This design comes from an exercise in tuning for small area and a short achievable clock period on the open sky130 flow, not from production work. Only simulation tests tie the RTL to the original design; equivalence was not proved.

==> inputs of run a <==
// conv2d
module conv2d#(
    parameter   CONV_WIDTH      = 'd8 ,
    parameter   CONV_HEIGHT     = 'd8 
)(
    input clk   ,
    input rst_n ,
    input                matrix_vsync ,
    input                matrix_href  ,
    input        [6:0]   matrix_h_cnt       ,
    input        [6:0]   matrix_v_cnt       ,
    input signed [15:0]   conv_bias   ,
    input        [143:0]  fm_data     ,
    input        [143:0]  conv_weight ,
    output reg        [6:0]  conv_h_cnt ,
    output reg        [6:0]  conv_v_cnt ,
    output reg               conv_href  ,
    output reg               conv_vsync ,
    output reg signed [31:0] conv_result
);
reg                     matrix_vsync_r;
reg                     matrix_href_r ;
reg        [6:0]        conv_h_cnt_r  ;
reg        [6:0]        conv_v_cnt_r  ;
always @(posedge clk or negedge rst_n)begin
    if(!rst_n)begin
        matrix_vsync_r <= 0 ;
  ...
Settings: LEC_CHECK=0, CAP_MARGIN=20, CORE_MARGIN=2, CORE_UTILIZATION=40, SETUP_SLACK_MARGIN=4.0, SLEW_MARGIN=20; clock period 10.0 ns.
run.sh (not shown) runs the stock make flow with config.mk's settings and CLKGATE_MAP_FILE= SYNTH_SCRIPT=/design/flow/synth_recipe.tcl, a recipe that flattens the netlist after the stock synthesis.
==> run b (differences from run a) <==
--- a/flow/config.mk
+++ b/flow/config.mk
@@ -5,8 +5,9 @@
 export SDC_FILE = /design/flow/constraint.sdc
 export NUM_CORES = 4
 export LEC_CHECK = 0
+export ABC_CLOCK_PERIOD_IN_PS = 5000
 export CAP_MARGIN = 20
 export CORE_MARGIN = 2
-export CORE_UTILIZATION = 40
+export CORE_UTILIZATION = 55
 export SETUP_SLACK_MARGIN = 4.0
 export SLEW_MARGIN = 20
==> flow_metrics.env <==
export IMPL_crit_fanout=9
export IMPL_final_area_sq_um=72400
export IMPL_cp_required_ns=10.48
export IMPL_wl_met2_microns=129000
export IMPL_outcome="timing/DRC/antenna clean"
export IMPL_via_per_inst=5.73
export IMPL_placed_area_sq_um=68700
# the run above: run a

==> flow_metrics.env <==
export IMPL_final_area_sq_um=71300
export IMPL_outcome="timing/DRC/antenna clean"
export IMPL_wl_met2_microns=116000
export IMPL_placed_area_sq_um=68000
export IMPL_crit_fanout=36
export IMPL_via_per_inst=6.16
# the run above: run b


---

==> 06-20: inputs <==
conv2d, a different RTL version from the one above (not shown whole).
Settings: LEC_CHECK=0, CAP_MARGIN=20, CORE_MARGIN=2, CORE_UTILIZATION=55, SETUP_SLACK_MARGIN=5.0, SLEW_MARGIN=20, SYNTH_HIERARCHICAL=1; clock period 10.0 ns.
standard.sh (not shown) runs the stock make flow with config.mk's settings and CLKGATE_MAP_FILE= SYNTH_SCRIPT=/design/flow/synth_recipe.tcl, a recipe that flattens the netlist after the stock synthesis.
==> flow/flow/run.sh <==
#!/bin/bash
# The standard layout (standard.sh: standard synthesis, floorplan, place, CTS, route,
# finish), except that the port buffers that buffer_ports inserts are
# sky130_fd_sc_hd__buf_2 instead of the delay buffer it picks by default.
# The full make output goes to standard.log here; ORFS's per-step logs stay in orfs/logs/.
set -uo pipefail
export BUFFER_PORTS_ARGS="-buffer_cell sky130_fd_sc_hd__buf_2"
bash standard.sh > standard.log 2>&1
==> 06-06 (differences from 06-20) <==
Settings changed: SETUP_SLACK_MARGIN 5.0 to 4.6.
==> flow_summary_export.csv <==
group,metric,value,unit
outcome,status,"complete, no violations",
sta,finalCriticalPeriod,5.475,ns
clock_network,cts_resized,124,
drt,dr.pass1.iters,8,
place,dpl_worst_slack,3.096,ns
sta,worst_slew_pin_slew,1.398,ns
hold_path,whs_endpoint,"conv_v_cnt[1]",
layout,seq_share,11.23,%
setup_path,cp.arrival,5.98,ns
sta,whs,0.3454,ns
clock_network,cts_made_buffers,42,
drt,drtIter0Drc,6321,
layout,nMultiInputCombCells,4533,
drt,post_drt_wl_per_cell,36.88,um
setup_path,r2r_end,"conv_result[31]",
layout,signal_buffers,609,
drt,route.met2.wl,110.6,mm
global_routing,grtUsageMet3,16.09,%
the above is filed under 06-06

==> flow_summary_export.csv <==
group,metric,value,unit
layout,signal_buffers,1055,
layout,nMultiInputCombCells,4532,
drt,drtIter0Drc,7475,
sta,finalCriticalPeriod,5.412,ns
drt,post_drt_wl_per_cell,38.47,um
hold_path,whs_endpoint,"conv_href",
outcome,status,"complete, no violations",
place,dpl_worst_slack,3.097,ns
sta,whs,0.3466,ns
the above is filed under 06-20


---

==> v2 <==
conv2d, a different RTL version from the one above (not shown whole).
export LEC_CHECK = 0
export CAP_MARGIN = 20
export CORE_MARGIN = 2
export CORE_UTILIZATION = 55
export SETUP_SLACK_MARGIN = 4.7
export SLEW_MARGIN = 20
export SYNTH_HIERARCHICAL = 1
export TNS_END_PERCENT = 10
create_clock -name core_clock -period 10.0 [get_ports {clk}]
Scripts as last shown in full above: flow/flow/run.sh
==> inputs of v11, as changes to v2 <==
Settings changed: PLACE_DENSITY set to 0.8, SETUP_SLACK_MARGIN 4.7 to 4.6, TNS_END_PERCENT 10 to not set.
==> comparison <==
- Against v2, the core utilization of v11 is lower by 0.097 points.
- Of v11 and v2, v11 has the higher via count (gap about 2.8%, measured against v2).
- Against v11, the critical path depth of v2 is lower by 3.

==> port drivers added, routing unchanged <==
How much do the figures lean on ideal ports? The routed layouts below were timed once more, with nothing changed but the port constraints. Step 1 (the two cells are an assumption about what drives the block):
set clk [get_ports {clk}]
set_driving_cell -lib_cell sky130_fd_sc_hd__clkbuf_16 $clk
set_driving_cell -lib_cell sky130_fd_sc_hd__buf_2 [delete_from_list [all_inputs] $clk]
Step 2 moves the port delays by t, midway between the first and last clock arrival at a register: inputs arrive t later, outputs are due t later. That takes back most of the time a late clock gives input paths. Slacks: ideal / step 1 / step 2; pairs: ideal / step 1.
run	t, ns	slack for setup (ns)	clock arrival spread, ns	worst data-port slew with drivers (ns)
run a	0.686	3.950 / 3.998 / 3.312	0.043 / 0.044	0.15
run b	0.726	4.004 / 4.054 / 3.328	0.042 / 0.042	0.11
06-20	0.691	4.588 / 4.637 / 3.946	0.031 / 0.032	0.10
06-06	0.714	4.525 / 4.562 / 3.848	0.042 / 0.043	0.10
v2	0.734	4.594 / 4.620 / 3.918	0.053 / 0.053	0.12
v11	0.736	4.482 / 4.482 / 3.857	0.059 / 0.059	0.09
After both steps setup and hold are still met in every run listed. The setup slack of 06-06, which loses most, moves by +0.037 ns with the drivers and by -0.677 ns with both steps.
